Source: an optimization exercise on an open RTL-to-GDS flow (aim: small area). Production flows keep margins and buffers that such runs may drop. Only simulation tests tie the RTL to the original design; equivalence was not proved. No driver is modelled on the clock port, so clocking that relies on it looks cheaper here than on a real chip. Power is estimated from default activity; no workload was simulated.

== gamma ==
==> flow/design.v (excerpt) <==
module CloclSystem(
    input clk_50m,
    input cr,
    input en,
    input [1:0] clock_set_select,alarm_set_select,
    input alarm_and_ratio_en,
    input confirm,
    input day_set,
    output alarm,
    output is_pm,
    output [6:0] seg,
    output [7:0] pos,
    output [7:0] output_second
    );
For scale: ~370 cells after synthesis, roughly 35 I/O pins, about 2800 µm² of cells after synthesis.
==> flow/config.mk <==
export PLATFORM = sky130hd
export DESIGN_NAME = CloclSystem
export DESIGN_NICKNAME = CloclSystem
export VERILOG_FILES = /design/flow/design.v
export SDC_FILE = /design/flow/constraint.sdc
export NUM_CORES = 4
export LEC_CHECK = 0
export CAP_MARGIN = 20
export CORE_MARGIN = 2
export CORE_UTILIZATION = 60
export PLACE_DENSITY = 0.75
export SLEW_MARGIN = 20
==> flow/constraint.sdc <==
create_clock -name core_clock -period 10.0 [get_ports {clk_50m}]
set_input_delay 2.0000 -clock core_clock [delete_from_list [all_inputs] [get_ports {clk_50m}]]
set_output_delay 2.0000 -clock core_clock [all_outputs]
set_load 0.01 [all_outputs]
standard.sh (not shown) runs the stock make flow with config.mk's settings and CLKGATE_MAP_FILE= SYNTH_SCRIPT=/design/flow/synth_recipe.tcl, a recipe that flattens the netlist after the stock synthesis.
==> flow/flow/run.sh <==
#!/bin/bash
# Own layout flow: the standard ORFS flow, with
#  - synthesis through flow/synth.tcl: the standard synthesis, but no half/full-adder
#    extraction and an area-oriented ABC mapping. Nine ABC scripts (flow/abc_*.abc: eight deepsyn seeds and
#    one quick script) are tried, four at a time, each in a full synthesis run of its own, and the
#    smallest netlist is kept;
#  - port buffers of the smallest buffer cell;
#  - CTS without dummy loads, then clock buffers downsized (flow/post_cts.tcl)
#    while the flip-flop clock-pin slew stays under 108 ps (as estimated after placement).
set -euo pipefail
W=$(pwd)
export FLOW_WORK=$W
ARGS=(SYNTH_SCRIPT=$W/flow/synth.tcl
  "BUFFER_PORTS_ARGS=-buffer_cell sky130_fd_sc_hd__buf_1"
  "CTS_ARGS=-sink_clustering_enable -repair_clock_nets -dont_use_dummy_load"
  POST_CTS_TCL=$W/flow/post_cts.tcl)
R=results/$FLOW_PLATFORM/CloclSystem/base
REP=reports/$FLOW_PLATFORM/CloclSystem/base

# synthesis candidates, four at a time: the first in the standard flow's own work folder, the others beside it
CANDS=(ds0 ds2 ds4 ds6 ds1 ds3 ds5 ds7 fast)
run_cand() {
  local i=$1 c=${CANDS[$1]}
  if [[ $i == 0 ]]; then
    FLOW_ABC_SCRIPT=$W/flow/abc_$c.abc bash standard.sh "${ARGS[@]}" synth > $W/synth_$c.log 2>&1
  else
    sed "s#WORK_HOME=[^ ]*#WORK_HOME=$W/try_$c#" standard.sh > $W/try_$c.sh
    FLOW_ABC_SCRIPT=$W/flow/abc_$c.abc bash $W/try_$c.sh "${ARGS[@]}" synth > $W/synth_$c.log 2>&1
  fi
}
for i in 0 1 2 3; do run_cand $i & done
wait
for i in 4 5 6 7 8; do run_cand $i & done
wait

area() { awk '/Chip area/ {print $NF}' "$1/$REP/synth_stat.txt"; }
best=$W/orfs
best_area=$(area $W/orfs)
echo "candidate ${CANDS[0]}: $best_area" > $W/synth_pick.log
for c in "${CANDS[@]:1}"; do
  a=$(area $W/try_$c 2>/dev/null || true)
  a=${a:-1e9}
  echo "candidate $c: $a" >> $W/synth_pick.log
  if awk -v a="$a" -v b="$best_area" 'BEGIN {exit !(a < b)}'; then best=$W/try_$c; best_area=$a; fi
done
echo "kept $best ($best_area)" >> $W/synth_pick.log
if [[ $best != $W/orfs ]]; then
  cp $best/$R/1_2_yosys.v $W/orfs/$R/1_2_yosys.v
  cp $best/$REP/synth_stat.txt $W/orfs/$REP/synth_stat.txt
  rm -f $W/orfs/$R/1_synth.odb $W/orfs/$R/1_synth.sdc
fi

bash standard.sh "${ARGS[@]}" finish > $W/flow_make.log 2>&1
Other scripts of this flow, unchanged in this note and not shown: flow/flow/abc_ds0.abc, flow/flow/abc_ds1.abc, flow/flow/abc_ds2.abc, flow/flow/abc_ds3.abc, flow/flow/abc_ds4.abc, flow/flow/abc_ds5.abc, flow/flow/abc_ds6.abc, flow/flow/abc_ds7.abc, flow/flow/abc_fast.abc, flow/flow/post_cts.tcl, flow/flow/synth.tcl
gamma: flow completed, timing, DRC and antenna clean
Changes in alpha relative to gamma:
--- a/flow/design.v
+++ b/flow/design.v
@@ -38,15 +38,16 @@
             dj[1] <= dj[1] ^ (a_end & dj[0] & ~dj[3]);
             dj[2] <= dj[2] ^ (a_end & dj[0] & dj[1]);
             dj[3] <= dj[3] ^ (a_end & dj[0] & (dj[3] | (dj[1] & dj[2])));
             dh <= dh ^ (a_end & j9);
         end
     reg [3:0] su, mu;
     reg [2:0] st, mt;
-    reg [4:0] hb;        
+    reg hp;              
+    reg [3:0] hr;        
     wire sec_clr = ~clock_set_select[1] & clock_set_select[0] & confirm;
     wire su9 = su[3] & su[0];
     wire st5 = st[2] & st[0];
     wire mu9 = mu[3] & mu[0];
     wire mt5 = mt[2] & mt[0];
     wire up_second = su9 & st5;
     wire up_minute = mu9 & mt5;
@@ -80,21 +81,28 @@
             mu[3] <= mu[3] ^ (em & mu[0] & (mu[3] | (mu[1] & mu[2])));
             mt[0] <= mt[0] ^ emt;
             mt[1] <= mt[1] ^ (emt & mt[0] & ~mt[2]);
             mt[2] <= mt[2] ^ (emt & mt[0] & (mt[2] | mt[1]));
         end
     wire eh = tick_1hz & hour_en;
     always @(posedge clk_50m or negedge cr)
-        if (!cr)
-            hb <= 5'd0;
-        else if (eh)
-            hb <= (hb == 5'd23) ? 5'd0 : hb + 5'd1;
+        if (!cr) begin
+            hr <= 4'd0;
+            hp <= 1'b0;
+        end else if (eh) begin
+            if (hr == 4'd11) begin
+                hr <= 4'd0;
+                hp <= ~hp;
+            end else
+                hr <= hr + 4'd1;
+        end
     reg [3:0] amu;
     reg [2:0] amt;
-    reg [4:0] ahb;       
+    reg ahp;             
+    reg [3:0] ahr;       
     wire eam = tick_1hz & en & confirm & ~alarm_set_select[1] & alarm_set_select[0];
     wire eah = tick_1hz & en & confirm & alarm_set_select[1] & ~alarm_set_select[0];
     wire eamt = eam & amu[3] & amu[0];
     always @(posedge clk_50m or negedge cr)
         if (!cr) begin
             amu <= 4'd0;
             amt <= 3'd0;
@@ -104,27 +112,31 @@
             amu[2] <= amu[2] ^ (eam & amu[0] & amu[1]);
             amu[3] <= amu[3] ^ (eam & amu[0] & (amu[3] | (amu[1] & amu[2])));
             amt[0] <= amt[0] ^ eamt;
             amt[1] <= amt[1] ^ (eamt & amt[0] & ~amt[2]);
             amt[2] <= amt[2] ^ (eamt & amt[0] & (amt[2] | amt[1]));
         end
     always @(posedge clk_50m or negedge cr)
-        if (!cr)
-            ahb <= 5'd0;
-        else if (eah)
-            ahb <= (ahb == 5'd23) ? 5'd0 : ahb + 5'd1;
-    wire eq = ({hb, mt, mu} == {ahb, amt, amu});
+        if (!cr) begin
+            ahr <= 4'd0;
+            ahp <= 1'b0;
+        end else if (eah) begin
+            if (ahr == 4'd11) begin
+                ahr <= 4'd0;
+                ahp <= ~ahp;
+            end else
+                ahr <= ahr + 4'd1;
+        end
+    wire eq = ({hp, hr, mt, mu} == {ahp, ahr, amt, amu});
     reg [4:0] ch;
-    wire [4:0] hbin = hb;
-    wire [4:0] h12 = (hbin == 5'd0) ? 5'd12 : (hbin > 5'd12) ? hbin - 5'd12 : hbin;
-    wire [4:0] hch = day_set ? h12 : hbin;
+    wire [4:0] hch = day_set ? ((hr == 4'd0) ? 5'd12 : {1'b0, hr}) : ({1'b0, hr} + {1'b0, hp, hp, 2'b00});
     wire top_of_hour = ~(|{mt, mu, st, su});
     wire ch_nz = |ch;
     wire ech = tick_1hz & en;
-    wire ch_load = ech & top_of_hour & (day_set | (|hb));
+    wire ch_load = ech & top_of_hour & (day_set | hp | (|hr));
     always @(posedge clk_50m or negedge cr)
         if (!cr)
             ch <= 5'd0;
         else if (ch_load)
             ch <= hch;
         else if (ech & ch_nz)
             ch <= ch - 5'd1;
@@ -132,18 +144,19 @@
     assign alarm = alarm_and_ratio_en & (hour_alarm | (eq & clk_2hz_w)) &
                    ~(|clock_set_select) & ~(|alarm_set_select);
     wire amode = alarm_set_select[0] ^ alarm_set_select[1];
     wire [3:0] dsu = amode ? 4'd0 : su;
     wire [2:0] dst = amode ? 3'd0 : st;
     wire [3:0] dmu = amode ? amu : mu;
     wire [2:0] dmt = amode ? amt : mt;
-    wire [4:0] dhb = amode ? ahb : hb;
+    wire [3:0] dhr = amode ? ahr : hr;
+    wire dhp = amode ? ahp : hp;
     assign output_second = {1'b0, dst, dsu};
-    assign is_pm = day_set & (dhb >= 5'd12);
-    wire [4:0] dv = ~day_set ? dhb : (dhb == 5'd0) ? 5'd12 : (dhb > 5'd12) ? dhb - 5'd12 : dhb;
+    assign is_pm = day_set & dhp;
+    wire [4:0] dv = day_set ? ((dhr == 4'd0) ? 5'd12 : {1'b0, dhr}) : ({1'b0, dhr} + {1'b0, dhp, dhp, 2'b00});
     wire [1:0] ht12 = (dv >= 5'd20) ? 2'd2 : (dv >= 5'd10) ? 2'd1 : 2'd0;
     wire [4:0] hu12w = dv - {ht12[1], ht12[0], ht12[1], ht12[0], 1'b0};
     wire [3:0] hu12 = hu12w[3:0];
     reg [2:0] sc;
     always @(posedge clk_50m or negedge cr)
         if (!cr)
             sc <= 3'd0;
--- outcome ---
Of gamma and alpha, the higher delay of the slowest critical-path stage belongs to alpha. alpha against gamma: combinational power share now sits lower, placed cell count now sits lower, routed via count divided by cell count now sits lower. Final weighted congestion in routability-driven placement | alpha above gamma. The final reports for alpha and gamma show utilization of the core after routing lower in the former. met2 as the busiest layer in global routing was reported by gamma, and met1 by alpha. Cmp gamma and alpha / sequential share of layout area / higher: alpha. | maximum fanout along the worst path | alpha vs gamma | 1 higher |. Taking gamma over alpha, the number of nets in the layout ratio works out to 1.05.

## re-timing with driven ports
The flow's constraints put no driver on any port. The routed layouts listed below were extracted and timed again, unchanged, in two steps.
Step 1, drivers: a clkbuf_16 drives clk_50m and a buf_2 each remaining input, both assumed.
Step 2 adds t to the input delays and takes it off the output delays; t is the mean of the earliest and latest rising clock arrival at the registers after step 1. Input paths then give back, and output paths get back, about the clock's delay inside the block.
a / b / c = ideal / step 1 / step 2; a / b = the first two.
run	t (ns)	slack for setup (ns)	hold slack, ns	clock arrival spread, ns	worst data-port slew with drivers (ns)
gamma	0.522	2.345 / 2.316 / 2.316	0.499 / 0.499 / 0.499	0.014 / 0.014	0.04
alpha	0.394	2.903 / 2.879 / 2.879	0.494 / 0.494 / 0.494	0.056 / 0.056	0.03
After both steps every run listed still meets setup and hold. For gamma, which loses most, drivers alone change the setup slack by -0.029 ns; drivers and shift together by -0.029 ns.
